Source: an optimization exercise on an open RTL-to-GDS flow (aim: small area, a short achievable clock period and few clock cycles). Production flows keep margins and buffers that such runs may drop. Only simulation tests tie the RTL to the original design; equivalence was not proved. Power is estimated from default activity; no workload was simulated.

==> design.v <==
package mp_types;
  typedef enum logic [1:0] {
    PREC_INT8  = 2'b00,
    PREC_FP16  = 2'b01,
    PREC_FP32  = 2'b10
  } prec_e;
  localparam int W_INT8 = 8;
  localparam int W_FP16 = 16;  
  localparam int W_FP32 = 32;  
  localparam int W_ACC_INT8 = 32;  
endpackage
module mul11_csa (
  input  logic [10:0] a,
  input  logic [10:0] b,
  output logic [21:0] s,
  output logic [21:0] c
);
  logic pp_0_0;
  logic pp_0_1;
  logic pp_0_2;
  logic pp_0_3;
  logic pp_0_4;
  logic pp_0_5;
  logic pp_0_6;
  logic pp_0_7;
  logic pp_0_8;
  logic pp_0_9;
  logic pp_0_10;
  logic pp_1_0;
  logic pp_1_1;
  logic pp_1_2;
  logic pp_1_3;
  logic pp_1_4;
  logic pp_1_5;
  logic pp_1_6;
  logic pp_1_7;
  logic pp_1_8;
  logic pp_1_9;
  logic pp_1_10;
  logic pp_2_0;
  logic pp_2_1;
  logic pp_2_2;
  logic pp_2_3;
  logic pp_2_4;
  logic pp_2_5;
  logic pp_2_6;
  logic pp_2_7;
  logic pp_2_8;
  logic pp_2_9;
  logic pp_2_10;
  logic pp_3_0;
  logic pp_3_1;
  logic pp_3_2;
  logic pp_3_3;
  logic pp_3_4;
  logic pp_3_5;
  logic pp_3_6;
  logic pp_3_7;
  logic pp_3_8;
  logic pp_3_9;
  logic pp_3_10;
  logic pp_4_0;
  logic pp_4_1;
  logic pp_4_2;
  logic pp_4_3;
  logic pp_4_4;
  logic pp_4_5;
  logic pp_4_6;
  logic pp_4_7;
  logic pp_4_8;
  logic pp_4_9;
  logic pp_4_10;
  logic pp_5_0;
  logic pp_5_1;
  logic pp_5_2;
  logic pp_5_3;
  logic pp_5_4;
  logic pp_5_5;
  logic pp_5_6;
  logic pp_5_7;
  logic pp_5_8;
  logic pp_5_9;
  logic pp_5_10;
  logic pp_6_0;
  logic pp_6_1;
  logic pp_6_2;
  logic pp_6_3;
  logic pp_6_4;
  logic pp_6_5;
  logic pp_6_6;
  logic pp_6_7;
  logic pp_6_8;
  logic pp_6_9;
  logic pp_6_10;
  logic pp_7_0;
  logic pp_7_1;
  logic pp_7_2;
  logic pp_7_3;
  logic pp_7_4;
  logic pp_7_5;
  logic pp_7_6;
  logic pp_7_7;
  logic pp_7_8;
  logic pp_7_9;
  logic pp_7_10;
  logic pp_8_0;
  logic pp_8_1;
  logic pp_8_2;
  logic pp_8_3;
  logic pp_8_4;
  logic pp_8_5;
  logic pp_8_6;
  logic pp_8_7;
  logic pp_8_8;
  logic pp_8_9;
  logic pp_8_10;
  logic pp_9_0;
  logic pp_9_1;
  logic pp_9_2;
  logic pp_9_3;
  logic pp_9_4;
  logic pp_9_5;
  logic pp_9_6;
  logic pp_9_7;
  logic pp_9_8;
  logic pp_9_9;
  logic pp_9_10;
  logic pp_10_0;
  logic pp_10_1;
  logic pp_10_2;
  logic pp_10_3;
  logic pp_10_4;
  logic pp_10_5;
  logic pp_10_6;
  logic pp_10_7;
  logic pp_10_8;
  logic pp_10_9;
  logic pp_10_10;
  logic hs0;
  logic hc0;
  logic fs1;
  logic fc1;
  logic hs2;
  logic hc2;
  logic fs3;
  logic fc3;
  logic hs4;
  logic hc4;
  logic fs5;
  logic fc5;
  logic hs6;
  logic hc6;
  logic fs7;
  logic fc7;
  logic hs8;
  logic hc8;
  logic fs9;
  logic fc9;
  logic fs10;
  logic fc10;
  logic hs11;
  logic hc11;
  logic fs12;
  logic fc12;
  logic fs13;
  logic fc13;
  logic fs14;
  logic fc14;
  logic fs15;
  logic fc15;
  logic fs16;
  logic fc16;
  logic fs17;
  logic fc17;
  logic fs18;
  logic fc18;
  logic fs19;
  logic fc19;
  logic fs20;
  logic fc20;
  logic fs21;
  logic fc21;
  logic fs22;
  logic fc22;
  logic fs23;
  logic fc23;
  logic fs24;
  logic fc24;
  logic fs25;
  logic fc25;
  logic fs26;
  logic fc26;
  logic fs27;
  logic fc27;
  logic fs28;
  logic fc28;
  logic fs29;
  logic fc29;
  logic hs30;
  logic hc30;
  logic fs31;
  logic fc31;
  logic hs32;
  logic hc32;
  logic fs33;
  logic fc33;
  logic fs34;
  logic fc34;
  logic fs35;
  logic fc35;
  logic fs36;
  logic fc36;
  logic fs37;
  logic fc37;
  logic fs38;
  logic fc38;
  logic fs39;
  logic fc39;
  logic fs40;
  logic fc40;
  logic fs41;
  logic fc41;
  logic fs42;
  logic fc42;
  logic fs43;
  logic fc43;
  logic fs44;
  logic fc44;
  logic fs45;
  logic fc45;
  logic fs46;
  logic fc46;
  logic fs47;
  logic fc47;
  logic fs48;
  logic fc48;
  logic fs49;
  logic fc49;
  logic fs50;
  logic fc50;
  logic fs51;
  logic fc51;
  logic fs52;
  logic fc52;
  logic fs53;
  logic fc53;
  logic fs54;
  logic fc54;
  logic fs55;
  logic fc55;
  logic hs56;
  logic hc56;
  logic fs57;
  logic fc57;
  logic fs58;
  logic fc58;
  logic fs59;
  logic fc59;
  logic fs60;
  logic fc60;
  logic fs61;
  logic fc61;
  logic fs62;
  logic fc62;
  logic fs63;
  logic fc63;
  logic fs64;
  logic fc64;
  logic fs65;
  logic fc65;
  logic fs66;
  logic fc66;
  logic fs67;
  logic fc67;
  logic fs68;
  logic fc68;
  logic fs69;
  logic fc69;
  logic fs70;
  logic fc70;
  logic fs71;
  logic fc71;
  logic hs72;
  logic hc72;
  logic fs73;
  logic fc73;
  logic fs74;
  logic fc74;
  logic fs75;
  logic fc75;
  logic fs76;
  logic fc76;
  logic fs77;
  logic fc77;
  logic fs78;
  logic fc78;
  logic fs79;
  logic fc79;
  logic fs80;
  logic fc80;
  logic fs81;
  logic fc81;
  logic fs82;
  logic fc82;
  logic fs83;
  logic fc83;
  logic fs84;
  logic fc84;
  logic fs85;
  logic fc85;
  logic fs86;
  logic fc86;
  logic fs87;
  logic fc87;
  logic fs88;
  logic fc88;
  logic fs89;
  logic fc89;
  assign pp_0_0 = a[0] & b[0];
  assign pp_0_1 = a[0] & b[1];
  assign pp_0_2 = a[0] & b[2];
  assign pp_0_3 = a[0] & b[3];
  assign pp_0_4 = a[0] & b[4];
  assign pp_0_5 = a[0] & b[5];
  assign pp_0_6 = a[0] & b[6];
  assign pp_0_7 = a[0] & b[7];
  assign pp_0_8 = a[0] & b[8];
  assign pp_0_9 = a[0] & b[9];
  assign pp_0_10 = a[0] & b[10];
  assign pp_1_0 = a[1] & b[0];
  assign pp_1_1 = a[1] & b[1];
  assign pp_1_2 = a[1] & b[2];
  assign pp_1_3 = a[1] & b[3];
  assign pp_1_4 = a[1] & b[4];
  assign pp_1_5 = a[1] & b[5];
  assign pp_1_6 = a[1] & b[6];
  assign pp_1_7 = a[1] & b[7];
  assign pp_1_8 = a[1] & b[8];
  assign pp_1_9 = a[1] & b[9];
  assign pp_1_10 = a[1] & b[10];
  assign pp_2_0 = a[2] & b[0];
  assign pp_2_1 = a[2] & b[1];
  assign pp_2_2 = a[2] & b[2];
  assign pp_2_3 = a[2] & b[3];
  assign pp_2_4 = a[2] & b[4];
  assign pp_2_5 = a[2] & b[5];
  assign pp_2_6 = a[2] & b[6];
  assign pp_2_7 = a[2] & b[7];
  assign pp_2_8 = a[2] & b[8];
  assign pp_2_9 = a[2] & b[9];
  assign pp_2_10 = a[2] & b[10];
  assign pp_3_0 = a[3] & b[0];
  assign pp_3_1 = a[3] & b[1];
  assign pp_3_2 = a[3] & b[2];
  assign pp_3_3 = a[3] & b[3];
  assign pp_3_4 = a[3] & b[4];
  assign pp_3_5 = a[3] & b[5];
  assign pp_3_6 = a[3] & b[6];
  assign pp_3_7 = a[3] & b[7];
  assign pp_3_8 = a[3] & b[8];
  assign pp_3_9 = a[3] & b[9];
  assign pp_3_10 = a[3] & b[10];
  assign pp_4_0 = a[4] & b[0];
  assign pp_4_1 = a[4] & b[1];
  assign pp_4_2 = a[4] & b[2];
  assign pp_4_3 = a[4] & b[3];
  assign pp_4_4 = a[4] & b[4];
  assign pp_4_5 = a[4] & b[5];
  assign pp_4_6 = a[4] & b[6];
  assign pp_4_7 = a[4] & b[7];
  assign pp_4_8 = a[4] & b[8];
  assign pp_4_9 = a[4] & b[9];
  assign pp_4_10 = a[4] & b[10];
  assign pp_5_0 = a[5] & b[0];
  assign pp_5_1 = a[5] & b[1];
  assign pp_5_2 = a[5] & b[2];
  assign pp_5_3 = a[5] & b[3];
  assign pp_5_4 = a[5] & b[4];
  assign pp_5_5 = a[5] & b[5];
  assign pp_5_6 = a[5] & b[6];
  assign pp_5_7 = a[5] & b[7];
  assign pp_5_8 = a[5] & b[8];
  assign pp_5_9 = a[5] & b[9];
  assign pp_5_10 = a[5] & b[10];
  assign pp_6_0 = a[6] & b[0];
  assign pp_6_1 = a[6] & b[1];
  assign pp_6_2 = a[6] & b[2];
  assign pp_6_3 = a[6] & b[3];
  assign pp_6_4 = a[6] & b[4];
  assign pp_6_5 = a[6] & b[5];
  assign pp_6_6 = a[6] & b[6];
  assign pp_6_7 = a[6] & b[7];
  assign pp_6_8 = a[6] & b[8];
  assign pp_6_9 = a[6] & b[9];
  assign pp_6_10 = a[6] & b[10];
  assign pp_7_0 = a[7] & b[0];
  assign pp_7_1 = a[7] & b[1];
  assign pp_7_2 = a[7] & b[2];
  assign pp_7_3 = a[7] & b[3];
  assign pp_7_4 = a[7] & b[4];
  assign pp_7_5 = a[7] & b[5];
  assign pp_7_6 = a[7] & b[6];
  assign pp_7_7 = a[7] & b[7];
  assign pp_7_8 = a[7] & b[8];
  assign pp_7_9 = a[7] & b[9];
  assign pp_7_10 = a[7] & b[10];
  assign pp_8_0 = a[8] & b[0];
  assign pp_8_1 = a[8] & b[1];
  assign pp_8_2 = a[8] & b[2];
  assign pp_8_3 = a[8] & b[3];
  assign pp_8_4 = a[8] & b[4];
  assign pp_8_5 = a[8] & b[5];
  assign pp_8_6 = a[8] & b[6];
  assign pp_8_7 = a[8] & b[7];
  assign pp_8_8 = a[8] & b[8];
  assign pp_8_9 = a[8] & b[9];
  assign pp_8_10 = a[8] & b[10];
  assign pp_9_0 = a[9] & b[0];
  assign pp_9_1 = a[9] & b[1];
  assign pp_9_2 = a[9] & b[2];
  assign pp_9_3 = a[9] & b[3];
  assign pp_9_4 = a[9] & b[4];
  assign pp_9_5 = a[9] & b[5];
  assign pp_9_6 = a[9] & b[6];
  assign pp_9_7 = a[9] & b[7];
  assign pp_9_8 = a[9] & b[8];
  assign pp_9_9 = a[9] & b[9];
  assign pp_9_10 = a[9] & b[10];
  assign pp_10_0 = a[10] & b[0];
  assign pp_10_1 = a[10] & b[1];
  assign pp_10_2 = a[10] & b[2];
  assign pp_10_3 = a[10] & b[3];
  assign pp_10_4 = a[10] & b[4];
  assign pp_10_5 = a[10] & b[5];
  assign pp_10_6 = a[10] & b[6];
  assign pp_10_7 = a[10] & b[7];
  assign pp_10_8 = a[10] & b[8];
  assign pp_10_9 = a[10] & b[9];
  assign pp_10_10 = a[10] & b[10];
  assign hs0 = pp_0_9 ^ pp_1_8;
  assign hc0 = pp_0_9 & pp_1_8;
  assign fs1 = pp_0_10 ^ pp_1_9 ^ pp_2_8;
  assign fc1 = (pp_0_10 & pp_1_9) | (pp_0_10 & pp_2_8) | (pp_1_9 & pp_2_8);
  assign hs2 = pp_3_7 ^ pp_4_6;
  assign hc2 = pp_3_7 & pp_4_6;
  assign fs3 = pp_1_10 ^ pp_2_9 ^ pp_3_8;
  assign fc3 = (pp_1_10 & pp_2_9) | (pp_1_10 & pp_3_8) | (pp_2_9 & pp_3_8);
  assign hs4 = pp_4_7 ^ pp_5_6;
  assign hc4 = pp_4_7 & pp_5_6;
  assign fs5 = pp_2_10 ^ pp_3_9 ^ pp_4_8;
  assign fc5 = (pp_2_10 & pp_3_9) | (pp_2_10 & pp_4_8) | (pp_3_9 & pp_4_8);
  assign hs6 = pp_0_6 ^ pp_1_5;
  assign hc6 = pp_0_6 & pp_1_5;
  assign fs7 = pp_0_7 ^ pp_1_6 ^ pp_2_5;
  assign fc7 = (pp_0_7 & pp_1_6) | (pp_0_7 & pp_2_5) | (pp_1_6 & pp_2_5);
  assign hs8 = pp_3_4 ^ pp_4_3;
  assign hc8 = pp_3_4 & pp_4_3;
  assign fs9 = pp_0_8 ^ pp_1_7 ^ pp_2_6;
  assign fc9 = (pp_0_8 & pp_1_7) | (pp_0_8 & pp_2_6) | (pp_1_7 & pp_2_6);
  assign fs10 = pp_3_5 ^ pp_4_4 ^ pp_5_3;
  assign fc10 = (pp_3_5 & pp_4_4) | (pp_3_5 & pp_5_3) | (pp_4_4 & pp_5_3);
  assign hs11 = pp_6_2 ^ pp_7_1;
  assign hc11 = pp_6_2 & pp_7_1;
  assign fs12 = pp_2_7 ^ pp_3_6 ^ pp_4_5;
  assign fc12 = (pp_2_7 & pp_3_6) | (pp_2_7 & pp_4_5) | (pp_3_6 & pp_4_5);
  assign fs13 = pp_5_4 ^ pp_6_3 ^ pp_7_2;
  assign fc13 = (pp_5_4 & pp_6_3) | (pp_5_4 & pp_7_2) | (pp_6_3 & pp_7_2);
  assign fs14 = pp_8_1 ^ pp_9_0 ^ hs0;
  assign fc14 = (pp_8_1 & pp_9_0) | (pp_8_1 & hs0) | (pp_9_0 & hs0);
  assign fs15 = pp_5_5 ^ pp_6_4 ^ pp_7_3;
  assign fc15 = (pp_5_5 & pp_6_4) | (pp_5_5 & pp_7_3) | (pp_6_4 & pp_7_3);
  assign fs16 = pp_8_2 ^ pp_9_1 ^ pp_10_0;
  assign fc16 = (pp_8_2 & pp_9_1) | (pp_8_2 & pp_10_0) | (pp_9_1 & pp_10_0);
  assign fs17 = hc0 ^ fs1 ^ hs2;
  assign fc17 = (hc0 & fs1) | (hc0 & hs2) | (fs1 & hs2);
  assign fs18 = pp_6_5 ^ pp_7_4 ^ pp_8_3;
  assign fc18 = (pp_6_5 & pp_7_4) | (pp_6_5 & pp_8_3) | (pp_7_4 & pp_8_3);
  assign fs19 = pp_9_2 ^ pp_10_1 ^ fc1;
  assign fc19 = (pp_9_2 & pp_10_1) | (pp_9_2 & fc1) | (pp_10_1 & fc1);
  assign fs20 = hc2 ^ fs3 ^ hs4;
  assign fc20 = (hc2 & fs3) | (hc2 & hs4) | (fs3 & hs4);
  assign fs21 = pp_5_7 ^ pp_6_6 ^ pp_7_5;
  assign fc21 = (pp_5_7 & pp_6_6) | (pp_5_7 & pp_7_5) | (pp_6_6 & pp_7_5);
  assign fs22 = pp_8_4 ^ pp_9_3 ^ pp_10_2;
  assign fc22 = (pp_8_4 & pp_9_3) | (pp_8_4 & pp_10_2) | (pp_9_3 & pp_10_2);
  assign fs23 = fc3 ^ hc4 ^ fs5;
  assign fc23 = (fc3 & hc4) | (fc3 & fs5) | (hc4 & fs5);
  assign fs24 = pp_3_10 ^ pp_4_9 ^ pp_5_8;
  assign fc24 = (pp_3_10 & pp_4_9) | (pp_3_10 & pp_5_8) | (pp_4_9 & pp_5_8);
  assign fs25 = pp_6_7 ^ pp_7_6 ^ pp_8_5;
  assign fc25 = (pp_6_7 & pp_7_6) | (pp_6_7 & pp_8_5) | (pp_7_6 & pp_8_5);
  assign fs26 = pp_9_4 ^ pp_10_3 ^ fc5;
  assign fc26 = (pp_9_4 & pp_10_3) | (pp_9_4 & fc5) | (pp_10_3 & fc5);
  assign fs27 = pp_4_10 ^ pp_5_9 ^ pp_6_8;
  assign fc27 = (pp_4_10 & pp_5_9) | (pp_4_10 & pp_6_8) | (pp_5_9 & pp_6_8);
  assign fs28 = pp_7_7 ^ pp_8_6 ^ pp_9_5;
  assign fc28 = (pp_7_7 & pp_8_6) | (pp_7_7 & pp_9_5) | (pp_8_6 & pp_9_5);
  assign fs29 = pp_5_10 ^ pp_6_9 ^ pp_7_8;
  assign fc29 = (pp_5_10 & pp_6_9) | (pp_5_10 & pp_7_8) | (pp_6_9 & pp_7_8);
  assign hs30 = pp_0_4 ^ pp_1_3;
  assign hc30 = pp_0_4 & pp_1_3;
  assign fs31 = pp_0_5 ^ pp_1_4 ^ pp_2_3;
  assign fc31 = (pp_0_5 & pp_1_4) | (pp_0_5 & pp_2_3) | (pp_1_4 & pp_2_3);
  assign hs32 = pp_3_2 ^ pp_4_1;
  assign hc32 = pp_3_2 & pp_4_1;
  assign fs33 = pp_2_4 ^ pp_3_3 ^ pp_4_2;
  assign fc33 = (pp_2_4 & pp_3_3) | (pp_2_4 & pp_4_2) | (pp_3_3 & pp_4_2);
  assign fs34 = pp_5_1 ^ pp_6_0 ^ hs6;
  assign fc34 = (pp_5_1 & pp_6_0) | (pp_5_1 & hs6) | (pp_6_0 & hs6);
  assign fs35 = pp_5_2 ^ pp_6_1 ^ pp_7_0;
  assign fc35 = (pp_5_2 & pp_6_1) | (pp_5_2 & pp_7_0) | (pp_6_1 & pp_7_0);
  assign fs36 = hc6 ^ fs7 ^ hs8;
  assign fc36 = (hc6 & fs7) | (hc6 & hs8) | (fs7 & hs8);
  assign fs37 = pp_8_0 ^ fc7 ^ hc8;
  assign fc37 = (pp_8_0 & fc7) | (pp_8_0 & hc8) | (fc7 & hc8);
  assign fs38 = fs9 ^ fs10 ^ hs11;
  assign fc38 = (fs9 & fs10) | (fs9 & hs11) | (fs10 & hs11);
  assign fs39 = fc9 ^ fc10 ^ hc11;
  assign fc39 = (fc9 & fc10) | (fc9 & hc11) | (fc10 & hc11);
  assign fs40 = fs12 ^ fs13 ^ fs14;
  assign fc40 = (fs12 & fs13) | (fs12 & fs14) | (fs13 & fs14);
  assign fs41 = fc12 ^ fc13 ^ fs15;
  assign fc41 = (fc12 & fc13) | (fc12 & fs15) | (fc13 & fs15);
  assign fs42 = fs16 ^ fc14 ^ fs17;
  assign fc42 = (fs16 & fc14) | (fs16 & fs17) | (fc14 & fs17);
  assign fs43 = fc15 ^ fc16 ^ fs18;
  assign fc43 = (fc15 & fc16) | (fc15 & fs18) | (fc16 & fs18);
  assign fs44 = fc17 ^ fs19 ^ fs20;
  assign fc44 = (fc17 & fs19) | (fc17 & fs20) | (fs19 & fs20);
  assign fs45 = fc18 ^ fs21 ^ fs22;
  assign fc45 = (fc18 & fs21) | (fc18 & fs22) | (fs21 & fs22);
  assign fs46 = fc19 ^ fc20 ^ fs23;
  assign fc46 = (fc19 & fc20) | (fc19 & fs23) | (fc20 & fs23);
  assign fs47 = fc21 ^ fc22 ^ fs24;
  assign fc47 = (fc21 & fc22) | (fc21 & fs24) | (fc22 & fs24);
  assign fs48 = fs25 ^ fc23 ^ fs26;
  assign fc48 = (fs25 & fc23) | (fs25 & fs26) | (fc23 & fs26);
  assign fs49 = pp_10_4 ^ fc24 ^ fc25;
  assign fc49 = (pp_10_4 & fc24) | (pp_10_4 & fc25) | (fc24 & fc25);
  assign fs50 = fs27 ^ fs28 ^ fc26;
  assign fc50 = (fs27 & fs28) | (fs27 & fc26) | (fs28 & fc26);
  assign fs51 = pp_8_7 ^ pp_9_6 ^ pp_10_5;
  assign fc51 = (pp_8_7 & pp_9_6) | (pp_8_7 & pp_10_5) | (pp_9_6 & pp_10_5);
  assign fs52 = fc27 ^ fc28 ^ fs29;
  assign fc52 = (fc27 & fc28) | (fc27 & fs29) | (fc28 & fs29);
  assign fs53 = pp_6_10 ^ pp_7_9 ^ pp_8_8;
  assign fc53 = (pp_6_10 & pp_7_9) | (pp_6_10 & pp_8_8) | (pp_7_9 & pp_8_8);
  assign fs54 = pp_9_7 ^ pp_10_6 ^ fc29;
  assign fc54 = (pp_9_7 & pp_10_6) | (pp_9_7 & fc29) | (pp_10_6 & fc29);
  assign fs55 = pp_7_10 ^ pp_8_9 ^ pp_9_8;
  assign fc55 = (pp_7_10 & pp_8_9) | (pp_7_10 & pp_9_8) | (pp_8_9 & pp_9_8);
  assign hs56 = pp_0_3 ^ pp_1_2;
  assign hc56 = pp_0_3 & pp_1_2;
  assign fs57 = pp_2_2 ^ pp_3_1 ^ pp_4_0;
  assign fc57 = (pp_2_2 & pp_3_1) | (pp_2_2 & pp_4_0) | (pp_3_1 & pp_4_0);
  assign fs58 = pp_5_0 ^ hc30 ^ fs31;
  assign fc58 = (pp_5_0 & hc30) | (pp_5_0 & fs31) | (hc30 & fs31);
  assign fs59 = fc31 ^ hc32 ^ fs33;
  assign fc59 = (fc31 & hc32) | (fc31 & fs33) | (hc32 & fs33);
  assign fs60 = fc33 ^ fs35 ^ fc34;
  assign fc60 = (fc33 & fs35) | (fc33 & fc34) | (fs35 & fc34);
  assign fs61 = fc35 ^ fc36 ^ fs37;
  assign fc61 = (fc35 & fc36) | (fc35 & fs37) | (fc36 & fs37);
  assign fs62 = fc37 ^ fc38 ^ fs39;
  assign fc62 = (fc37 & fc38) | (fc37 & fs39) | (fc38 & fs39);
  assign fs63 = fc39 ^ fs41 ^ fc40;
  assign fc63 = (fc39 & fs41) | (fc39 & fc40) | (fs41 & fc40);
  assign fs64 = fc41 ^ fs43 ^ fc42;
  assign fc64 = (fc41 & fs43) | (fc41 & fc42) | (fs43 & fc42);
  assign fs65 = fc43 ^ fs45 ^ fc44;
  assign fc65 = (fc43 & fs45) | (fc43 & fc44) | (fs45 & fc44);
  assign fs66 = fc45 ^ fs47 ^ fc46;
  assign fc66 = (fc45 & fs47) | (fc45 & fc46) | (fs47 & fc46);
  assign fs67 = fc47 ^ fs49 ^ fc48;
  assign fc67 = (fc47 & fs49) | (fc47 & fc48) | (fs49 & fc48);
  assign fs68 = fs51 ^ fc49 ^ fs52;
  assign fc68 = (fs51 & fc49) | (fs51 & fs52) | (fc49 & fs52);
  assign fs69 = fc51 ^ fs53 ^ fc52;
  assign fc69 = (fc51 & fs53) | (fc51 & fc52) | (fs53 & fc52);
  assign fs70 = pp_10_7 ^ fc53 ^ fs55;
  assign fc70 = (pp_10_7 & fc53) | (pp_10_7 & fs55) | (fc53 & fs55);
  assign fs71 = pp_8_10 ^ pp_9_9 ^ pp_10_8;
  assign fc71 = (pp_8_10 & pp_9_9) | (pp_8_10 & pp_10_8) | (pp_9_9 & pp_10_8);
  assign hs72 = pp_0_2 ^ pp_1_1;
  assign hc72 = pp_0_2 & pp_1_1;
  assign fs73 = pp_2_1 ^ pp_3_0 ^ hs56;
  assign fc73 = (pp_2_1 & pp_3_0) | (pp_2_1 & hs56) | (pp_3_0 & hs56);
  assign fs74 = hc56 ^ fs57 ^ hs30;
  assign fc74 = (hc56 & fs57) | (hc56 & hs30) | (fs57 & hs30);
  assign fs75 = fc57 ^ hs32 ^ fs58;
  assign fc75 = (fc57 & hs32) | (fc57 & fs58) | (hs32 & fs58);
  assign fs76 = fc58 ^ fs59 ^ fs34;
  assign fc76 = (fc58 & fs59) | (fc58 & fs34) | (fs59 & fs34);
  assign fs77 = fc59 ^ fs36 ^ fs60;
  assign fc77 = (fc59 & fs36) | (fc59 & fs60) | (fs36 & fs60);
  assign fs78 = fs38 ^ fc60 ^ fs61;
  assign fc78 = (fs38 & fc60) | (fs38 & fs61) | (fc60 & fs61);
  assign fs79 = fc61 ^ fs62 ^ fs40;
  assign fc79 = (fc61 & fs62) | (fc61 & fs40) | (fs62 & fs40);
  assign fs80 = fc62 ^ fs42 ^ fs63;
  assign fc80 = (fc62 & fs42) | (fc62 & fs63) | (fs42 & fs63);
  assign fs81 = fs44 ^ fc63 ^ fs64;
  assign fc81 = (fs44 & fc63) | (fs44 & fs64) | (fc63 & fs64);
  assign fs82 = fs46 ^ fc64 ^ fs65;
  assign fc82 = (fs46 & fc64) | (fs46 & fs65) | (fc64 & fs65);
  assign fs83 = fs48 ^ fc65 ^ fs66;
  assign fc83 = (fs48 & fc65) | (fs48 & fs66) | (fc65 & fs66);
  assign fs84 = fs50 ^ fc66 ^ fs67;
  assign fc84 = (fs50 & fc66) | (fs50 & fs67) | (fc66 & fs67);
  assign fs85 = fs68 ^ fc50 ^ fc67;
  assign fc85 = (fs68 & fc50) | (fs68 & fc67) | (fc50 & fc67);
  assign fs86 = fs54 ^ fc68 ^ fs69;
  assign fc86 = (fs54 & fc68) | (fs54 & fs69) | (fc68 & fs69);
  assign fs87 = fs70 ^ fc54 ^ fc69;
  assign fc87 = (fs70 & fc54) | (fs70 & fc69) | (fc54 & fc69);
  assign fs88 = fs71 ^ fc55 ^ fc70;
  assign fc88 = (fs71 & fc55) | (fs71 & fc70) | (fc55 & fc70);
  assign fs89 = pp_9_10 ^ pp_10_9 ^ fc71;
  assign fc89 = (pp_9_10 & pp_10_9) | (pp_9_10 & fc71) | (pp_10_9 & fc71);
  assign s[0] = pp_0_0;
  assign c[0] = 1'b0;
  assign s[1] = pp_0_1;
  assign c[1] = pp_1_0;
  assign s[2] = hs72;
  assign c[2] = pp_2_0;
  assign s[3] = hc72;
  assign c[3] = fs73;
  assign s[4] = fc73;
  assign c[4] = fs74;
  assign s[5] = fc74;
  assign c[5] = fs75;
  assign s[6] = fc75;
  assign c[6] = fs76;
  assign s[7] = fc76;
  assign c[7] = fs77;
  assign s[8] = fc77;
  assign c[8] = fs78;
  assign s[9] = fc78;
  assign c[9] = fs79;
  assign s[10] = fc79;
  assign c[10] = fs80;
  assign s[11] = fc80;
  assign c[11] = fs81;
  assign s[12] = fc81;
  assign c[12] = fs82;
  assign s[13] = fc82;
  assign c[13] = fs83;
  assign s[14] = fc83;
  assign c[14] = fs84;
  assign s[15] = fc84;
  assign c[15] = fs85;
  assign s[16] = fc85;
  assign c[16] = fs86;
  assign s[17] = fc86;
  assign c[17] = fs87;
  assign s[18] = fc87;
  assign c[18] = fs88;
  assign s[19] = fc88;
  assign c[19] = fs89;
  assign s[20] = fc89;
  assign c[20] = pp_10_10;
  assign s[21] = 1'b0;
  assign c[21] = 1'b0;
endmodule
module pfx_add #(parameter int W = 8) (
  input  logic [W-1:0] a,
  input  logic [W-1:0] b,
  input  logic         cin,
  output logic [W-1:0] s,
  output logic         cout
);
  localparam int L = $clog2(W);
  logic [(L+1)*W-1:0] g, p;
  logic [W-1:0] p0;
  assign p0 = a ^ b;
  assign g[W-1:0] = (a & b) | {{(W-1){1'b0}}, p0[0] & cin};
  assign p[W-1:0] = p0;
  genvar l, i;
  generate
    for (l = 0; l < L; l++) begin : lv
      for (i = 0; i < W; i++) begin : bt
        if ((i >> l) & 1) begin : cmb
          assign g[(l+1)*W+i] = g[l*W+i] | (p[l*W+i] & g[l*W+((i>>l)<<l)-1]);
          assign p[(l+1)*W+i] = p[l*W+i] & p[l*W+((i>>l)<<l)-1];
        end else begin : pass
          assign g[(l+1)*W+i] = g[l*W+i];
          assign p[(l+1)*W+i] = p[l*W+i];
        end
      end
    end
  endgenerate
  assign s    = p0 ^ {g[L*W +: W-1], cin};
  assign cout = g[L*W+W-1];
endmodule
module pfx_inc #(parameter int W = 8) (
  input  logic [W-1:0] x,
  output logic [W:0]   s
);
  logic [W:0] c;    
  assign c[0] = 1'b1;
  genvar i;
  generate
    for (i = 1; i <= W; i++) begin : cy
      assign c[i] = &x[i-1:0];
    end
  endgenerate
  assign s = {1'b0, x} ^ c;
endmodule
module fp16_mul_a (
  input  logic [15:0] a,
  input  logic [15:0] b,
  output logic [23:0] r
);
  logic        a_max, b_max, a_zero, b_zero, a_nan, b_nan, nan, inf, zero;
  logic [21:0] ts, tc, p;
  logic [5:0]  e0;
  mul11_csa u_tree (.a({1'b1, a[9:0]}), .b({1'b1, b[9:0]}), .s(ts), .c(tc));
  pfx_add #(.W(22)) u_cpa (.a(ts), .b(tc), .cin(1'b0), .s(p), .cout());
  always_comb begin
    a_max  = &a[14:10];
    b_max  = &b[14:10];
    a_zero = ~|a[14:10];
    b_zero = ~|b[14:10];
    a_nan  = a_max & (|a[9:0]);
    b_nan  = b_max & (|b[9:0]);
    nan    = a_nan | b_nan | (a_max & b_zero) | (a_zero & b_max);
    inf    = ~nan & (a_max | b_max);
    zero   = ~nan & ~inf & (a_zero | b_zero);
    e0     = {1'b0, a[14:10]} + {1'b0, b[14:10]};
    r      = {nan, inf, zero, a[15] ^ b[15], e0, |p[8:0], p[21:9]};
  end
endmodule
module fp16_mul_b (
  input  logic [23:0] r,
  output logic [15:0] y
);
  logic        nan, inf, zero, s, st_lo;
  logic [5:0]  e0;
  logic [21:9] p;
  logic        hi, st_hi, inc_lo, inc_hi, ovf;
  logic [10:0] mant;
  logic [11:0] mant_p1, mant_r;
  logic [6:0]  em15, em14, em13, ef;
  assign {nan, inf, zero, s, e0, st_lo, p} = r;
  assign mant = p[21] ? p[21:11] : p[20:10];
  pfx_inc #(.W(11)) u_inc (.x(mant), .s(mant_p1));
  always_comb begin
    hi     = p[21];
    st_hi  = st_lo | p[9];
    inc_lo = p[9]  & (st_lo | p[10]);
    inc_hi = p[10] & (st_hi | p[11]);
    mant_r = (hi ? inc_hi : inc_lo) ? mant_p1 : {1'b0, mant};
    ovf = mant_r[11];
    em15 = {1'b0, e0} - 7'd15;
    em14 = {1'b0, e0} - 7'd14;
    em13 = {1'b0, e0} - 7'd13;
    case ({hi, ovf})
      2'b00:   ef = em15;
      2'b11:   ef = em13;
      default: ef = em14;
    endcase
    if (nan)
      y = 16'h7e00;
    else if (inf)
      y = {s, 5'h1f, 10'h0};
    else if (zero || (hi ? e0 < 6'd15 : e0 < 6'd16))
      y = {s, 15'h0};
    else if (!ef[6] && ef >= 7'd31)
      y = {s, 5'h1f, 10'h0};
    else
      y = {s, ef[4:0], mant_r[9:0]};
  end
endmodule
module fp16_mul (
  input  logic [15:0] a,
  input  logic [15:0] b,
  output logic [15:0] y
);
  logic [23:0] r;
  fp16_mul_a u_a (.a(a), .b(b), .r(r));
  fp16_mul_b u_b (.r(r), .y(y));
endmodule
module fp16_add_align (
  input  logic [15:0] a,
  input  logic [15:0] b,
  output logic [23:0] r
);
  logic        ge, swap, sx, sy, sub;
  logic [4:0]  ex, ey, d, d_ab, d_ba;
  logic        a_zero, b_zero;
  logic        a_nan, b_nan, a_inf, b_inf, nan, inf, zs;
  logic [13:0] ma, mb, mx, my, my_sh, lost;
  logic        sticky;
  logic [14:0] sum;
  pfx_add #(.W(15)) u_cmp (.a(a[14:0]), .b(~b[14:0]), .cin(1'b1), .s(), .cout(ge));
  pfx_add #(.W(15)) u_add (.a({1'b0, mx}), .b({1'b0, my_sh} ^ {15{sub}}), .cin(sub), .s(sum), .cout());
  always_comb begin
    a_zero = ~|a[14:10];
    b_zero = ~|b[14:10];
    a_nan  = (&a[14:10]) & (|a[9:0]);
    b_nan  = (&b[14:10]) & (|b[9:0]);
    a_inf  = (&a[14:10]) & ~(|a[9:0]);
    b_inf  = (&b[14:10]) & ~(|b[9:0]);
    nan    = a_nan | b_nan | (a_inf & b_inf & (a[15] ^ b[15]));
    inf    = a_inf | b_inf;
    zs     = a_zero & b_zero & a[15] & b[15];
    ma   = a_zero ? 14'h0 : {1'b1, a[9:0], 3'b000};
    mb   = b_zero ? 14'h0 : {1'b1, b[9:0], 3'b000};
    d_ab = a[14:10] - b[14:10];
    d_ba = b[14:10] - a[14:10];
    swap = ~ge;
    sub  = a[15] ^ b[15];
    if (swap) begin
      sx = b[15]; ex = b[14:10]; mx = mb; my = ma; d = d_ba;
    end else begin
      sx = a[15]; ex = a[14:10]; mx = ma; my = mb; d = d_ab;
    end
    lost = my & ~(14'h3fff << d);
    if (d >= 5'd14) begin
      my_sh  = 14'h0;
      sticky = |my;
    end else begin
      my_sh  = my >> d;
      sticky = |lost;
    end
    my_sh[0] = my_sh[0] | sticky;
    r = {nan, inf, zs, sx, ex, sum};
  end
endmodule
module fp16_add_norm (
  input  logic [23:0] r,
  output logic [15:0] y
);
  logic        nan, inf, zs, sx;
  logic [4:0]  ex;
  logic [14:0] sum;
  logic [13:0] n;
  logic [3:0]  lz;
  logic [10:0] mant;
  logic        g, st, inc, uf;
  logic [11:0] mant_p1, mant_r;
  logic [5:0]  e;
  pfx_inc #(.W(11)) u_inc (.x(mant), .s(mant_p1));
  always_comb begin
    {nan, inf, zs, sx, ex, sum} = r;
    lz = 4'd0;
    for (int q = 0; q <= 13; q++)
      if (sum[q]) lz = 4'(13 - q);
    if (sum[14]) begin
      n  = {sum[14:2], sum[1] | sum[0]};
      e  = {1'b0, ex} + 6'd1;
      uf = 1'b0;
    end else begin
      n  = sum[13:0] << lz;
      e  = {1'b0, ex} - {2'b00, lz};
      uf = {1'b0, lz} >= ex;
    end
    mant   = n[13:3];
    g      = n[2];
    st     = n[1] | n[0];
    inc    = g & (st | mant[0]);
    mant_r = inc ? mant_p1 : {1'b0, mant};
    e      = e + {5'b0, mant_r[11]};
    if (nan)
      y = 16'h7e00;
    else if (inf)
      y = {sx, 5'h1f, 10'h0};
    else if (sum == 15'h0)
      y = {zs, 15'h0};
    else if (uf)
      y = {sx, 15'h0};
    else if (e >= 6'd31)
      y = {sx, 5'h1f, 10'h0};
    else
      y = {sx, e[4:0], mant_r[9:0]};
  end
endmodule
module gemm_controller (
  input  logic        clk,
  input  logic        rstn,
  input  logic        start,
  input  logic [15:0] M, K, Ncols,
  output logic        done,
  output logic [13:0] addr_A,
  input  logic [31:0] data_A,
  output logic [13:0] addr_B,
  input  logic [31:0] data_B,
  output logic [13:0] addr_C,
  output logic [31:0] data_C,
  output logic        we_C
);
  logic [14:0] n_q;
  logic [13:0] k_q;
  logic        busy, pre, ph, gnew;
  logic [1:0]  bub;                 
  logic [13:0] kl;                  
  logic [13:0] alt_A, alt_B;        
  logic [13:0] col, rb0;            
  logic [14:0] rows_left;           
  logic        more;                
  logic        b_c1v, b_r1v, b_re, b_fin;    
  logic        col_end1, col_end2, c1v, lastcol, r1v, lastrow;
  logic        k_is1, kl_is2, go, issue, s0, s1, s0_new, stop, load0, load1, klast;
  logic [13:0] col_p1, rb1;
  logic        f0_k0, f0_kl;
  logic [5:1]  k0_p;                
  logic        adr_ph, d_ph;        
  logic [5:0]  la;                  
  logic [3:0]  slot0, slot1;        
  logic        wp, rp;              
  logic        q1, q2, q3;          
  logic        w_c1v, w_r1v, w_re, w_fin;
  logic [13:0] wbase;               
  logic [3:0]  w_rd;                
  logic        rst_q;               
  logic [15:0] a0_r, a1_r, b_r, b1_r;
  logic [23:0] pm0, pm0_c, pm1, pm1_c, mid0, mid0_c, mid1, mid1_c;
  logic [15:0] prod0, prod0_c, prod1, prod1_c, prod1d, acc0, acc1, y0, y1, acc0_in, acc1_in, dc;
  assign col_p1   = col + 14'd1;
  assign col_end1 = {1'b0, col_p1} == n_q;             
  assign col_end2 = ({1'b0, col_p1} + 15'd1) == n_q;   
  assign c1v      = !col_end1;
  assign lastcol  = col_end1 || col_end2;
  assign r1v      = rows_left != 15'd1;
  assign lastrow  = (rows_left == 15'd1) || (rows_left == 15'd2);
  assign rb1      = rb0 + k_q;
  assign k_is1    = (k_q == 14'd1);
  assign kl_is2   = (kl == 14'd2);
  assign go     = !busy && start;
  assign issue  = busy && !pre && (bub == 2'd0);
  assign s0     = issue && !ph;
  assign s1     = issue && ph;
  assign s0_new = s0 && gnew;
  assign stop   = s0_new && !more;
  assign load0  = s0_new && more;
  assign load1  = s1 && f0_k0;
  assign klast  = gnew ? k_is1 : kl_is2;      
  always_ff @(posedge clk) begin
    if (!rstn) busy <= 1'b0;
    else if (go) busy <= 1'b1;
    else if (stop) busy <= 1'b0;
  end
  always_ff @(posedge clk) begin
    n_q <= Ncols[14:0];
    k_q <= K[13:0];
    pre <= go;
    if (!busy) begin
      rows_left <= M[14:0];
      ph <= 1'b0; gnew <= 1'b1; more <= 1'b1; bub <= 2'd0;
      col <= '0; rb0 <= '0;
    end else begin
      if (bub != 2'd0) bub <= bub - 2'd1;
      if (issue) ph <= ~ph;
      if (s0) begin
        f0_k0 <= gnew;
        f0_kl <= klast;
        kl    <= gnew ? k_q : kl - 14'd1;
      end
      if (load0) begin
        gnew <= 1'b0;
        b_c1v <= c1v; b_r1v <= r1v; b_re <= lastcol; b_fin <= lastcol && lastrow;
      end else if (s1 && f0_kl) begin
        gnew <= 1'b1;
        if (k_is1) bub <= 2'd2;
      end
      if (load1) begin
        if (lastcol) begin
          col <= '0;
          rb0 <= rb0 + {k_q[12:0], 1'b0};
          rows_left <= rows_left - 15'd2;
          if (lastrow) more <= 1'b0;
        end else
          col <= col + 14'd2;
      end
    end
    if (load0) begin
      addr_A <= rb0; addr_B <= col;
    end else if (load1) begin
      addr_A <= rb1; addr_B <= col_p1;
    end else begin
      addr_A <= alt_A; addr_B <= alt_B;
    end
    alt_A <= addr_A + 14'd1;
    alt_B <= addr_B + n_q[13:0];
  end
  always_ff @(posedge clk) begin
    adr_ph <= issue && ph;
    d_ph   <= adr_ph;
    k0_p <= {k0_p[4:1], f0_k0};
  end
  always_ff @(posedge clk) begin
    if (!rstn) begin
      la <= '0; wp <= 1'b0; rp <= 1'b0;
      q1 <= 1'b0; q2 <= 1'b0; q3 <= 1'b0;
      we_C <= 1'b0; done <= 1'b0;
    end else begin
      la <= {la[4:0], s0 && !stop && klast};
      if (s0 && !stop && klast) wp <= ~wp;
      if (la[5]) rp <= ~rp;
      q1 <= la[5]; q2 <= q1; q3 <= q2;
      we_C <= la[5] | (q1 & w_c1v) | (q2 & w_r1v) | (q3 & w_r1v & w_c1v);
      done <= (la[5] & w_rd[0] & ~w_rd[3] & ~w_rd[2]) |
              (q1 & w_fin & w_c1v & ~w_r1v) |
              (q2 & w_fin & w_r1v & ~w_c1v) |
              (q3 & w_fin & w_r1v & w_c1v);
    end
  end
  assign w_rd = rp ? slot1 : slot0;
  always_ff @(posedge clk) begin
    if (s0 && !stop && klast) begin
      if (wp) slot1 <= gnew ? {c1v, r1v, lastcol, lastcol && lastrow} : {b_c1v, b_r1v, b_re, b_fin};
      else    slot0 <= gnew ? {c1v, r1v, lastcol, lastcol && lastrow} : {b_c1v, b_r1v, b_re, b_fin};
    end
  end
  always_ff @(posedge clk) begin
    if (la[5]) begin
      {w_c1v, w_r1v, w_re, w_fin} <= w_rd;
    end
    rst_q <= !rstn;
    if (rst_q || (q3 && w_fin))
      wbase <= '0;
    else if (q3)
      wbase <= w_re ? wbase + n_q[13:0] + {12'd0, ~n_q[0], n_q[0]} : wbase + 14'd2;
  end
  always_ff @(posedge clk) begin
    if (q1)      addr_C <= wbase + 14'd1;
    else if (q2) addr_C <= wbase + n_q[13:0];
    else if (q3) addr_C <= wbase + n_q[13:0] + 14'd1;
    else         addr_C <= wbase;
  end
  always_ff @(posedge clk) begin
    if (!d_ph) a0_r <= data_A[15:0];
    else       a1_r <= data_A[15:0];
    b_r  <= data_B[15:0];
    b1_r <= b_r;
  end
  fp16_mul_a u_m0a (.a(a0_r), .b(b_r),  .r(pm0_c));
  fp16_mul_b u_m0b (.r(pm0), .y(prod0_c));
  fp16_mul_a u_m1a (.a(a1_r), .b(b1_r), .r(pm1_c));
  fp16_mul_b u_m1b (.r(pm1), .y(prod1_c));
  assign acc0_in = {y0[15] & ~k0_p[3], y0[14:10] & {5{~k0_p[3]}}, y0[9:0]};
  assign acc1_in = {y1[15] & ~k0_p[5], y1[14:10] & {5{~k0_p[5]}}, y1[9:0]};
  fp16_add_align u_al0 (.a(acc0), .b(prod0),  .r(mid0_c));
  fp16_add_norm  u_nr0 (.r(mid0), .y(y0));
  fp16_add_align u_al1 (.a(acc1), .b(prod1d), .r(mid1_c));
  fp16_add_norm  u_nr1 (.r(mid1), .y(y1));
  always_ff @(posedge clk) begin
    pm0    <= pm0_c;
    pm1    <= pm1_c;
    prod0  <= prod0_c;
    prod1  <= prod1_c;
    prod1d <= prod1;
    mid0   <= mid0_c;
    mid1   <= mid1_c;
    acc0   <= acc0_in;
    acc1   <= acc1_in;
    dc     <= (q2 || q3) ? y1 : y0;
  end
  assign data_C = {16'h0000, dc};
endmodule
==> flow/run.sh <==
#!/bin/bash
# The standard layout, with the port buffers made of sky130_fd_sc_hd__buf_2
# (ORFS's buffer_ports otherwise picks clkdlybuf4s50_1, a slow delay cell).
set -euo pipefail
export BUFFER_PORTS_ARGS="-buffer_cell sky130_fd_sc_hd__buf_2"
bash standard.sh > standard.log 2>&1
==> standard.sh <==
#!/bin/bash
# synth_recipe.tcl (not shown) runs the flow's synth.tcl, then flattens the netlist and writes it again
# the make line also repeats each setting of config.mk as NAME=value (left out here)
make -C /OpenROAD-flow-scripts/flow DESIGN_CONFIG=/design/flow/config.mk WORK_HOME=/design/flow/orfs CLKGATE_MAP_FILE= SYNTH_SCRIPT=/design/flow/synth_recipe.tcl "${@:-finish}"
==> config.mk <==
export PLATFORM = sky130hd
export DESIGN_NAME = gemm_controller
export DESIGN_NICKNAME = gemm_controller
export VERILOG_FILES = /design/flow/design.v
export SDC_FILE = /design/flow/constraint.sdc
export NUM_CORES = 4
export LEC_CHECK = 0
export CAP_MARGIN = 20
export CORE_MARGIN = 2
export CORE_UTILIZATION = 40
export PLACE_DENSITY = 0.6
export SLEW_MARGIN = 20
==> constraint.sdc <==
create_clock -name core_clock -period 30.0 [get_ports {clk}]
set_input_delay 6.0000 -clock core_clock [delete_from_list [all_inputs] [get_ports {clk}]]
set_output_delay 6.0000 -clock core_clock [all_outputs]
set_load 0.01 [all_outputs]
==> reports/summary.txt, run 1 <==
Status -> timing/DRC/antenna clean
Min Tclk post-route -> 7.22 ns
Final hold vios -> 0
H-tree levels -> 2
Critical Path Max Stage Delay -> 0.44 ns
Die area -> 85600 um2
Post-synth EDFFs -> 79
Setup crit end kind -> output pin
Cell family with most CP delay -> flip-flops
Number of top-level pins -> 191
Area growth, synth to finish -> 9.89%
DRT iter0 DRCs -> 1623
RSZ-0062 raised after global routing -> false
Largest net degree at the start of global routing -> 62
Final Cycle Share -> 0.241
Post-synthesis cell type count -> 95
Maximum VDD drop -> 56.4 uV
Die Y -> 293 um
Register area share after synthesis -> 0.306
Post-route insts no fill -> 4923
DP HPWL -> 61900 um
Power density cells -> 109 nW/um2
Cells after synthesis -> 3758
Number of global-route vias before repair -> 24.8k
CP Launch Type -> flop
CP arrival -> 1.22 ns
# clock sinks -> 470
Initial antenna violation count -> 3
DR WL/cell -> 16.5 um
Hold Buf Count CTS -> 0
Async S/R FF share, synth -> 0
Syn. warnings -> 5
Synth area leader -> dfxtp_1
Yosys top cell area share -> 0.235
LEAKAGE -> 15.9 nW
Most frequent cell after synthesis -> dfxtp_1
Setup Buffers After CTS -> 0
Yosys reg bits -> 470
Setup TNS -> 0 ns
Final GP Congestion -> 0.895
CTS tree -> built
Post-CTS Resized -> 0
Most frequent cells after synthesis -> 391 x dfxtp_1, 360 x nand2_1, 336 x inv_1
Worst-Skew Late Latency -> 0.62 ns
Clk_skew -> 0.0277 ns
IO Port Bufs -> 138
CP bufs+invs -> 1
Layout cell share with drive strength beyond 1 -> 0.0909
F_max -> 138 MHz
Initial Utilization -> 0.405
WP data required -> 24.00 ns
Slew HR -> 0.305
Worst min-delay path category -> flop to flop
First-pass GRT wire length -> 133000 um
Vias per std cell -> 5.26
Max-cap viol count -> 0
CTS Root Cell -> clkbuf_16
Clk buf depth -> 3
Worst Hold Slack -> 0.325 ns
Residual DRC -> 0
Core Footprint -> 82200 um2
Drt total wl -> 81400 um
Die width -> 293 um
Grt ovf -> 0
Fin. max-slew vios -> 0
Worst Slack Setup Final -> 22.78 ns
# rows -> 105
Nets -> 4346
Pre-antenna DRT Iters -> 5
Place WS -> 23.34 ns
GRT Resource Usage Total -> 0.189
Post-synth top flop -> dfxtp_1
Avg Inst Size Synth -> 8.86 um2
Crit path cell chain -> buf_2
Leading post-synthesis cells by cell area -> dfxtp_1 24%, fa_1 11%, ha_1 8.9%
CP max FO -> 6
Clock edge transition at the registers on the reported setup and hold paths -> 0.06 ns
Worst Tran Pin Value -> 1.04 ns
Crit-path slowest cell -> dfxtp_1
Setup CP Type -> flop to output pin
Final ANT Viol Nets -> 0
Post-Syn Area -> 33300 um2
Vias -> 25.9k
# setup viols final -> 0
Post-Place Cells -> 4823
CTS Buf Count -> 54
## logic make-up (layout without fill, tap and decap cells)
logic type | after synthesis | after routing | share of synthesized area
adders and majority gates | 421 | 421 | 0.200
muxes | 135 | 135 | 0.0478
buffers and inverters | 516 | 595 | 0.0611
xor gates and xnor gates | 278 | 278 | 0.0734
other | 1 | 17 | 0.000113
and+or+nand+nor | 1227 | 1227 | 0.177
AOI/OAI and AO/OA | 710 | 710 | 0.135
DFF | 470 | 470 | 0.306
## routing by layer
layer	up-vias	wire [um]	track usage	part of all wire
met2	565	36700	0.301	0.45
met5	-	0	0	0
met4	0	1640	0.0448	0.020
li1	12945	-	-	-
met3	99	3740	0.0220	0.046
met1	12284	39300	0.274	0.48
## cell type report
type | count | area [um2]
Clock buffer | 71 | 1500
Sequential cell | 470 | 10200
Fill cell | 8072 | 45700
Timing Repair Buffer | 157 | 845
Inverter | 340 | 1280
Multi-Input combinational cell | 2787 | 21200
Tap cell | 1070 | 1340
Antenna cell | 1 | 2.50
Clock inverter | 27 | 268
## metrics by stage
step | instance area (um2) | util | total power, mW
finish | 36600 | 0.445 | 3.98
global route | 36600 | 0.445 | 4.34
CTS | 36600 | 0.445 | 3.99
detailed placement | 34800 | 0.423 | 3.31
global placement | 34800 | 0.423 | 3.30
floorplan | 33400 | - | 2.76
## power breakdown
part | total [mW] | internal (mW) | switching [mW]
clock network | 0.654 | 0.379 | 0.276
registers | 0.992 | 0.818 | 0.175
logic | 2.33 | 0.971 | 1.36
## final timing paths
check | startpoint | slack [ns] | cells past startpoint | end
worst min register to register | prod1[4]$_SDFF_PP0_ | 0.33 | 0 | prod1d[4]$_DFF_P_
worst min-delay path | prod1[4]$_SDFF_PP0_ | 0.33 | 0 | prod1d[4]$_DFF_P_
worst max-delay path | addr_A[6]$_DFF_P_ | 22.78 | 1 | addr_A[6]
worst max register to register | prod1d[10]$_DFF_P_ | 23.59 | 22 | mid1[8]$_DFF_P_
## registers in the layout, indices dropped and copies added, names as in the netlist, 24 cells and up
signal / cells
mid1: 24
pm0: 24
mid0: 24
pm1: 24
## cells in the final DEF, fill, tap and decap left out, drive strengths merged, types with 28 or more instances in the layout
cell type / count
nand3: 120
and3: 32
nor2: 279
nor4: 42
ha: 237
dfxtp: 391
xnor2: 174
nand4: 28
buf: 157
clkbuf: 71
a21oi: 213
nand2b: 28
mux2: 56
a21o: 50
a31oi: 32
nand2: 360
o21ai: 179
mux2i: 67
xor2: 104
fa: 184
a211oi: 30
edfxtp: 79
and2: 143
nor3: 103
inv: 344
Testbench counts, summed over its fixed seeds: cycles 38,461.
==> inputs of run 2 (changes only) <==
--- a/design.v
+++ b/design.v
@@ -978,10 +978,10 @@
     end else if (load1) begin
       addr_A <= rb1; addr_B <= col_p1;
     end else begin
-      addr_A <= alt_A; addr_B <= alt_B;
+      addr_A <= alt_A + 14'd1; addr_B <= alt_B + n_q[13:0];
     end
-    alt_A <= addr_A + 14'd1;
-    alt_B <= addr_B + n_q[13:0];
+    alt_A <= addr_A;
+    alt_B <= addr_B;
   end
   always_ff @(posedge clk) begin
     adr_ph <= issue && ph;
==> run 2 against run 1 <==
Compared with the run above:
- non-clock buffer count increased by 4
- critical path depth unchanged
- via count increased by 2.4%
- largest cell class unchanged
- core utilization hardly changed
- power increased by 2.9%
- register-to-register slack worse by 0.46 ns
- sequential power barely moved
- critical endpoint is now addr_A[8]
- worst hold slack got worse by 0.0073 ns
- first-iteration DRC count rose by 17%
==> reports/summary.txt, run 2 <==
Final ANT Viol Nets -> 0 (unchanged)
CTS Root Cell -> clkbuf_16
Largest net degree at the start of global routing -> 51 (-18%)
Cells after synthesis -> 3803 (+1.2%)
Total power -> 4.09 mW (+2.9%)
Register area share after synthesis -> 0.304 (-0.00233)
Post-Syn Area -> 33600 um2 (+0.77%)
CP arrival -> 1.11 ns (-0.11 ns)
Async S/R FF share, synth -> 0 (unchanged)
Setup Buffers After CTS -> 0 (unchanged)
IO Port Bufs -> 138 (unchanged)
Number of top-level pins -> 191 (unchanged)
First-pass GRT wire length -> 135000 um (+1.5%)
# rows -> 106 (+0.95%)
Cell family with most CP delay -> flip-flops
Grt ovf -> 0 (unchanged)
Residual DRC -> 0 (unchanged)
Nets -> 4392 (+1.1%)
Most frequent cells after synthesis -> 391 x dfxtp_1, 376 x nand2_1, 334 x inv_1
Initial Utilization -> 0.403 (-0.00203)
Final Cycle Share -> 0.237 (-0.00389)
Hold Buf Count CTS -> 0 (unchanged)
LEAKAGE -> 16.2 nW (+2.0%)
Post-CTS Resized -> 0 (unchanged)
Yosys top cell area share -> 0.233 (-0.00179)
Worst Tran Pin Value -> 1.10 ns (+0.0619 ns)
Fill cells -> 8168 (+1.2%)
Drt total wl -> 82300 um (+1.2%)
Main combinational cell family by area after synthesis -> adder cells
Synth area leader -> dfxtp_1
CTS Buf Count -> 56 (+3.7%)
Post-synthesis simple-gate area fraction -> 0.182 (+0.00511)
RR Startpoint -> mid1[3]$_DFF_P_
Most common cell after layout, fill and taps aside -> dfxtp_1
Post-synth EDFFs -> 79 (unchanged)
Int Power -> 2.25 mW (+3.9%)
Core Footprint -> 83300 um2 (+1.3%)
Min Tclk post-route -> 7.11 ns (-0.117 ns)
Part of the power in registers -> 0.243 (-0.006)
Cell Area, Placed -> 35100 um2 (+0.79%)
H-tree levels -> 2 (unchanged)
Worst Hold Slack -> 0.318 ns (-0.00731 ns)
Hold Path End -> prod1d[7]$_DFF_P_
Clk_skew -> 0.0272 ns (-0.000501 ns)
Worst min-delay path category -> flop to flop
Max Used Layer -> met4
Most frequent cells in the layout -> 391 x dfxtp_1, 375 x nand2_1, 334 x inv_1, 277 x nor2_1, 237 x ha_1
Worst reg2reg setup slack -> 23.13 ns (-0.46 ns)
Final GP Congestion -> 0.893 (-0.32%)
CP bufs+invs -> 1 (unchanged)
Post-synth top flop -> dfxtp_1
Critical Path Max Stage Delay -> 0.32 ns (-0.12 ns)
Synth Area in Compound Gates -> 0.142 (+0.00684)
Power density cells -> 111 nW/um2 (+1.6%)
Hold Crit Depth -> 0 (unchanged)
# clock sinks -> 470 (unchanged)
Hold Startpoint -> prod1[7]$_SDFF_PP0_
Final instance area -> 37100 um2 (+1.3%)
DR WL/cell -> 16.5 um (about the same)
Mux contribution to synthesized area -> 0.0451 (-0.00271)
# setup viols final -> 0 (unchanged)
Sw Share -> 0.450 (-0.00520)
Psw -> 1.84 mW (+1.7%)
Most frequent cell after synthesis -> dfxtp_1
CP max FO -> 2 (-4)
Setup TNS -> 0 ns (unchanged)
CP Launch Type -> flop
Met2 routed WL -> 37000 um (+0.88%)
Post-Synth Adder-Cell Area -> 0.198 (-0.00152)
M1 WL -> 39900 um (+1.4%)
Worst Slack Setup Final -> 22.89 ns (+0.117 ns)
Pre-antenna DRT Iters -> 7 (+2)
DRT iter0 DRCs -> 1894 (+17%)
F_max -> 141 MHz (+1.6%)
Clock edge transition at the registers on the reported setup and hold paths -> 0.06 ns (about the same)
RSZ-0062 raised after global routing -> false
Avg Inst Size Synth -> 8.82 um2 (-0.43%)
Fin. max-slew vios -> 0 (unchanged)
CTS tree -> built
Place WS -> 23.20 ns (-0.148 ns)
Die Y -> 294 um (+0.38%)
Leading post-synthesis cells by cell area -> dfxtp_1 23%, fa_1 11%, ha_1 8.8%
Status -> timing/DRC/antenna clean
Combinational Power Share -> 0.584 (-0.002)
Initial antenna violation count -> 2 (-1)
Yosys reg bits -> 470 (unchanged)
Layout cell share with drive strength beyond 1 -> 0.0892 (-0.00165)
Worst reg2reg path depth -> 22 (unchanged)
Slew HR -> 0.264 (-0.0406)
Worst-Skew Late Latency -> 0.62 ns (about the same)
Area growth, synth to finish -> 10.4%
Crit path cell chain -> buf_2
Vias per std cell -> 5.32 (+1.2%)
Max-cap viol count -> 0 (unchanged)
DP HPWL -> 62000 um (+0.26%)
Post-synthesis cell type count -> 94 (-1.1%)
Crit-path slowest cell -> dfxtp_1
Vias -> 26.5k (+2.4%)
Syn. warnings -> 5 (unchanged)
Clk buf depth -> 3 (unchanged)
Setup CP Type -> flop to output pin
XOR/XNOR share of the synthesized area -> 0.0679 (-0.00548)
Die width -> 294 um (+0.38%)
Clock share of power -> 0.173 (+0.009)
GRT Resource Usage Total -> 0.190 (+0.00101)
WL met3 -> 3830 um (+2.5%)
WP data required -> 24.00 ns (about the same)
Maximum VDD drop -> 59.2 uV (+5.0%)
Reg2reg end -> dc[4]$_DFF_P_
Setup crit end kind -> output pin
Number of global-route vias before repair -> 25.3k (+2.2%)
Die area -> 86200 um2 (+0.76%)
Final hold vios -> 0 (unchanged)
==> run 2: logic make-up after synthesis <==
family | after synthesis
other cells | 1
xor+xnor | 260
simple gates | 1258
buf+inv | 525
flops | 470
compound gates | 741
mux | 127
fa+ha+maj | 421
==> run 2: how the worst max path moves through the flow <==
stage / startpoint / end / slack [ns] / cells past startpoint
floorplan: M[1] / rows_left[1]$_DFFE_PP_ / 23.50 / 1
global placement: rstn / busy$_SDFFE_PN0P_ / 23.18 / 3
detailed placement: rstn / busy$_SDFFE_PN0P_ / 23.20 / 3
CTS: addr_A[8]$_DFF_P_ / addr_A[8] / 22.82 / 1
global route: mid1[3]$_DFF_P_ / dc[4]$_DFF_P_ / 22.54 / 22
finish: addr_A[8]$_DFF_P_ / addr_A[8] / 22.89 / 1
==> run 2: cell type report <==
| cell class | instances | area [um2] | area share |
|---|---|---|---|
| Multi-Input combinational cell | 2823 | 21400 | 0.577 |
| Sequential cell | 470 | 10200 | 0.275 |
| Clock buffer | 73 | 1570 | 0.0423 |
| Tap cell | 1080 | 1350 | 0.0365 |
| Inverter | 344 | 1290 | 0.0348 |
| Timing Repair Buffer | 161 | 863 | 0.0233 |
| Clock inverter | 30 | 402 | 0.0108 |
| Antenna cell | 1 | 2.50 | 0.0000675 |
==> run 2: metrics by stage <==
step	std cells	util
after floorplan	3818	-
after global placement	4878	0.421
after detailed placement	4878	0.421
after CTS	4981	0.445
after global routing	4982	0.445
final	4982	0.445
==> run 2: routing by layer <==
layer,track usage,up-vias
li1,-,13203
met1,0.272,12573
met2,0.306,634
met3,0.0240,106
met4,0.0434,0
met5,0,-
==> run 2: power groups by stage <==
| stage | logic, mW | registers [mW] | clock network [mW] |
|---|---|---|---|
| 3_5_place_dp | 2.37 | 1.00 | 0 |
| 5_1_grt | 2.69 | 1.01 | 0.757 |
| 6_report | 2.39 | 0.994 | 0.709 |
| 4_1_cts | 2.39 | 0.992 | 0.732 |
| 3_3_place_gp | 2.35 | 1.00 | 0 |
| 2_1_floorplan | 1.87 | 0.929 | 0 |
Testbench counts of run 2, summed over its fixed seeds: cycles 38,461.
==> inputs of run 3 (changes only) <==
--- a/design.v
+++ b/design.v
@@ -896,6 +896,7 @@
   logic [13:0] kl;                  
   logic [13:0] alt_A, alt_B;        
   logic [13:0] col, rb0;            
+  logic        rstep;               
   logic [14:0] rows_left;           
   logic        more;                
   logic        b_c1v, b_r1v, b_re, b_fin;    
@@ -912,6 +913,7 @@
   logic        w_c1v, w_r1v, w_re, w_fin;
   logic [13:0] wbase;               
   logic [3:0]  w_rd;                
+  logic [13:0] wsum, wnext;
   logic        rst_q;               
   logic [15:0] a0_r, a1_r, b_r, b1_r;
   logic [23:0] pm0, pm0_c, pm1, pm1_c, mid0, mid0_c, mid1, mid1_c;
@@ -947,8 +949,10 @@
     if (!busy) begin
       rows_left <= M[14:0];
       ph <= 1'b0; gnew <= 1'b1; more <= 1'b1; bub <= 2'd0;
-      col <= '0; rb0 <= '0;
+      col <= '0; rb0 <= '0; rstep <= 1'b0;
     end else begin
+      rstep <= 1'b0;
+      if (rstep) rb0 <= rb1;
       if (bub != 2'd0) bub <= bub - 2'd1;
       if (issue) ph <= ~ph;
       if (s0) begin
@@ -966,7 +970,7 @@
       if (load1) begin
         if (lastcol) begin
           col <= '0;
-          rb0 <= rb0 + {k_q[12:0], 1'b0};
+          rb0 <= rb1; rstep <= 1'b1;
           rows_left <= rows_left - 15'd2;
           if (lastrow) more <= 1'b0;
         end else
@@ -1012,6 +1016,8 @@
       else    slot0 <= gnew ? {c1v, r1v, lastcol, lastcol && lastrow} : {b_c1v, b_r1v, b_re, b_fin};
     end
   end
+  assign wsum  = wbase + ((q2 || q3) ? n_q[13:0] : 14'd0) + {13'd0, q1 || q3};
+  assign wnext = wbase + (w_re ? {n_q[13:1], 1'b0} : 14'd0) + 14'd2;
   always_ff @(posedge clk) begin
     if (la[5]) begin
       {w_c1v, w_r1v, w_re, w_fin} <= w_rd;
@@ -1020,13 +1026,8 @@
     if (rst_q || (q3 && w_fin))
       wbase <= '0;
     else if (q3)
-      wbase <= w_re ? wbase + n_q[13:0] + {12'd0, ~n_q[0], n_q[0]} : wbase + 14'd2;
-  end
-  always_ff @(posedge clk) begin
-    if (q1)      addr_C <= wbase + 14'd1;
-    else if (q2) addr_C <= wbase + n_q[13:0];
-    else if (q3) addr_C <= wbase + n_q[13:0] + 14'd1;
-    else         addr_C <= wbase;
+      wbase <= wnext;
+    addr_C <= wsum;
   end
   always_ff @(posedge clk) begin
     if (!d_ph) a0_r <= data_A[15:0];
--- a/config.mk
+++ b/config.mk
@@ -5,6 +5,7 @@
 export SDC_FILE = /design/flow/constraint.sdc
 export NUM_CORES = 4
 export LEC_CHECK = 0
+export ABC_AREA = 1
 export CAP_MARGIN = 20
 export CORE_MARGIN = 2
 export CORE_UTILIZATION = 40
==> run 3 against run 2 <==
Compared with the run above:
- flip-flop and latch count is 1 higher
- synthesized area down 0.15%
- via count up 4.8%
- global-route usage up 0.59 points
- critical path type unchanged
- critical endpoint is now done
==> reports/summary.txt, run 3 <==
Post-synth EDFFs -> 79 (unchanged)
Final ANT Viol Nets -> 0 (unchanged)
Yosys reg bits -> 471 (+0.21%)
Setup crit end kind -> output pin
Vias per std cell -> 4.97 (-6.7%)
Post-CTS Resized -> 0 (unchanged)
Residual DRC -> 0 (unchanged)
Number of top-level pins -> 191 (unchanged)
Max Used Layer -> met4
Hold Buf Count CTS -> 0 (unchanged)
Final Cycle Share -> 0.239 (+0.00206)
# setup viols final -> 0 (unchanged)
CP arrival -> 1.17 ns (+0.06 ns)
WL met3 -> 4080 um (+6.4%)
Worst-Skew Late Latency -> 0.62 ns (about the same)
Largest net degree at the start of global routing -> 52 (+2.0%)
# rows -> 106 (unchanged)
Drt total wl -> 85000 um (+3.2%)
Async S/R FF share, synth -> 0 (unchanged)
Status -> timing/DRC/antenna clean
Final GP Congestion -> 0.918 (+2.8%)
IO Port Bufs -> 138 (unchanged)
Die area -> 86100 um2 (-0.15%)
Setup Buffers After CTS -> 0 (unchanged)
Pre-antenna DRT Iters -> 6 (-1)
DRT iter0 DRCs -> 1812 (-4.3%)
Cell family with most CP delay -> flip-flops
Cells after synthesis -> 4401 (+16%)
Total power -> 4.08 mW (-0.33%)
RR Startpoint -> prod0[10]$_SDFF_PP1_
Syn. warnings -> 5 (unchanged)
Slew HR -> 0.367 (+0.103)
CP bufs+invs -> 1 (unchanged)
WP data required -> 24.00 ns (about the same)
Worst reg2reg setup slack -> 23.51 ns (+0.38 ns)
GRT Resource Usage Total -> 0.196 (+0.00595)
Register area share after synthesis -> 0.305 (+0.00105)
Most frequent cell after synthesis -> nand2_1
Avg Inst Size Synth -> 7.61 um2 (-14%)
F_max -> 139 MHz (-0.86%)
Grt ovf -> 0 (unchanged)
Synth area leader -> dfxtp_1
Hold Startpoint -> prod1[15]$_SDFF_PP0_
Crit path from -> done$_SDFF_PN0_
CTS tree -> built
Setup TNS -> 0 ns (unchanged)
Core Footprint -> 83300 um2 (unchanged)
Vias -> 27.8k (+4.8%)
Maximum VDD drop -> 54.6 uV (-7.9%)
Post-synthesis cell type count -> 75 (-20%)
Worst Hold Slack -> 0.324 ns (+0.00662 ns)
Met2 routed WL -> 39000 um (+5.5%)
Min Tclk post-route -> 7.17 ns (+0.0617 ns)
CP max FO -> 1 (-1)
Area growth, synth to finish -> 9.90%
Final hold vios -> 0 (unchanged)
CTS Buf Count -> 53 (-5.4%)
Most frequent cells after synthesis -> 988 x nand2_1, 708 x inv_1, 392 x dfxtp_1
Die width -> 293 um (about the same)
H-tree levels -> 2 (unchanged)
Initial antenna violation count -> 3 (+1)
CTS Root Cell -> clkbuf_16
Yosys top cell area share -> 0.234 (+0.000946)
Most common cell after layout, fill and taps aside -> nand2_1
Finished Core Util -> 0.442 (-0.00284)
DR WL/cell -> 15.2 um (-8.1%)
Crit path cell chain -> buf_2
Clock edge transition at the registers on the reported setup and hold paths -> 0.06 ns (about the same)
Most frequent cells in the layout -> 988 x nand2_1, 708 x inv_1, 392 x dfxtp_1, 337 x nor2_1, 280 x nand3_1
Leading post-synthesis cells by cell area -> dfxtp_1 23%, nand2_1 11%, fa_1 11%
CP Launch Type -> flop
[run 3: cell types whose count changed after synthesis, sizes merged, moves of 21 or more]
| cell | delta |
|---|---|
| mux2 | -34 |
| xnor2 | -93 |
| xor2 | +21 |
| and3 | -34 |
| nor2b | -28 |
| o21ai | +32 |
| clkbuf | -51 |
| a21o | -45 |
| nand2 | +641 |
| inv | +387 |
| nand3 | +157 |
| and2 | -140 |
| mux2i | -64 |
| nor2 | +68 |
[run 3: final timing paths]
| path | end | cells after the start |
|---|---|---|
| worst max-delay path | done | 1 |
| worst min-delay path | prod1d[15]$_DFF_P_ | 0 |
| worst max register to register | mid0[9]$_DFF_P_ | 20 |
| worst min register to register | prod1d[15]$_DFF_P_ | 0 |
[run 3: logic make-up (layout without fill, tap and decap cells)]
family	Yosys count	in the layout	share of synthesized area
muxes	14	14	0.00430
xor gates and xnor gates	188	188	0.0494
DFF	471	471	0.305
adders and majority gates	430	430	0.202
AOI/OAI and AO/OA	566	566	0.0982
buffers and inverters	878	973	0.103
other	1	18	0.000112
and+or+nand+nor	1853	1853	0.238
[run 3: layout make-up]
cell class	instances	area, um2
repair buffers	147	758
well taps	1080	1350
clock inverters	31	363
flip-flops and latches	471	10200
fillers	8393	46500
diodes	2	5.00
inverters	728	2730
clock buffers	67	1490
multi-input cells	3067	19900
[run 3: routing by layer]
metal	GRT usage	vias up
met2	0.325	617
met1	0.272	12870
met5	0	-
met4	0.0474	0
met3	0.0244	98
li1	-	14195
[run 3: report_power, final]
group	switching [mW]	internal (mW)
clock	0.281	0.400
combinational	1.57	0.861
sequential	0.147	0.822
total	2.00	2.08
[run 3: through the flow]
stage,worst slack [ns],instances,area [um2]
final,22.83,5593,36800
after global routing,22.77,5592,36800
after CTS,22.77,5591,36800
after detailed placement,23.16,5493,34900
after global placement,23.17,5493,34900
after floorplan,23.43,4416,33600
Testbench counts of run 3, summed over its fixed seeds: cycles 38,461.

## static timing again, ports no longer ideal
How much do the figures lean on ideal ports? The routed layouts below were timed once more, with nothing changed but the port constraints. Step 1 (the two cells are an assumption about what drives the block):
set clk [get_ports {clk}]
set_driving_cell -lib_cell sky130_fd_sc_hd__clkbuf_16 $clk
set_driving_cell -lib_cell sky130_fd_sc_hd__buf_2 [delete_from_list [all_inputs] $clk]
Step 2 adds t to the input delays and takes it off the output delays; t is the mean of the earliest and latest rising clock arrival at the registers after step 1. Input paths then give back, and output paths get back, about the clock's delay inside the block. a / b / c = ideal / step 1 / step 2; a / b = the first two.
run	t (ns)	setup WS [ns]	pins driven straight from the clock port
run 1	0.666	22.776 / 22.713 / 23.287	1
run 2	0.671	22.893 / 22.826 / 23.132	1
run 3	0.680	22.831 / 22.763 / 23.128	1
After both steps every run listed still meets setup and hold.
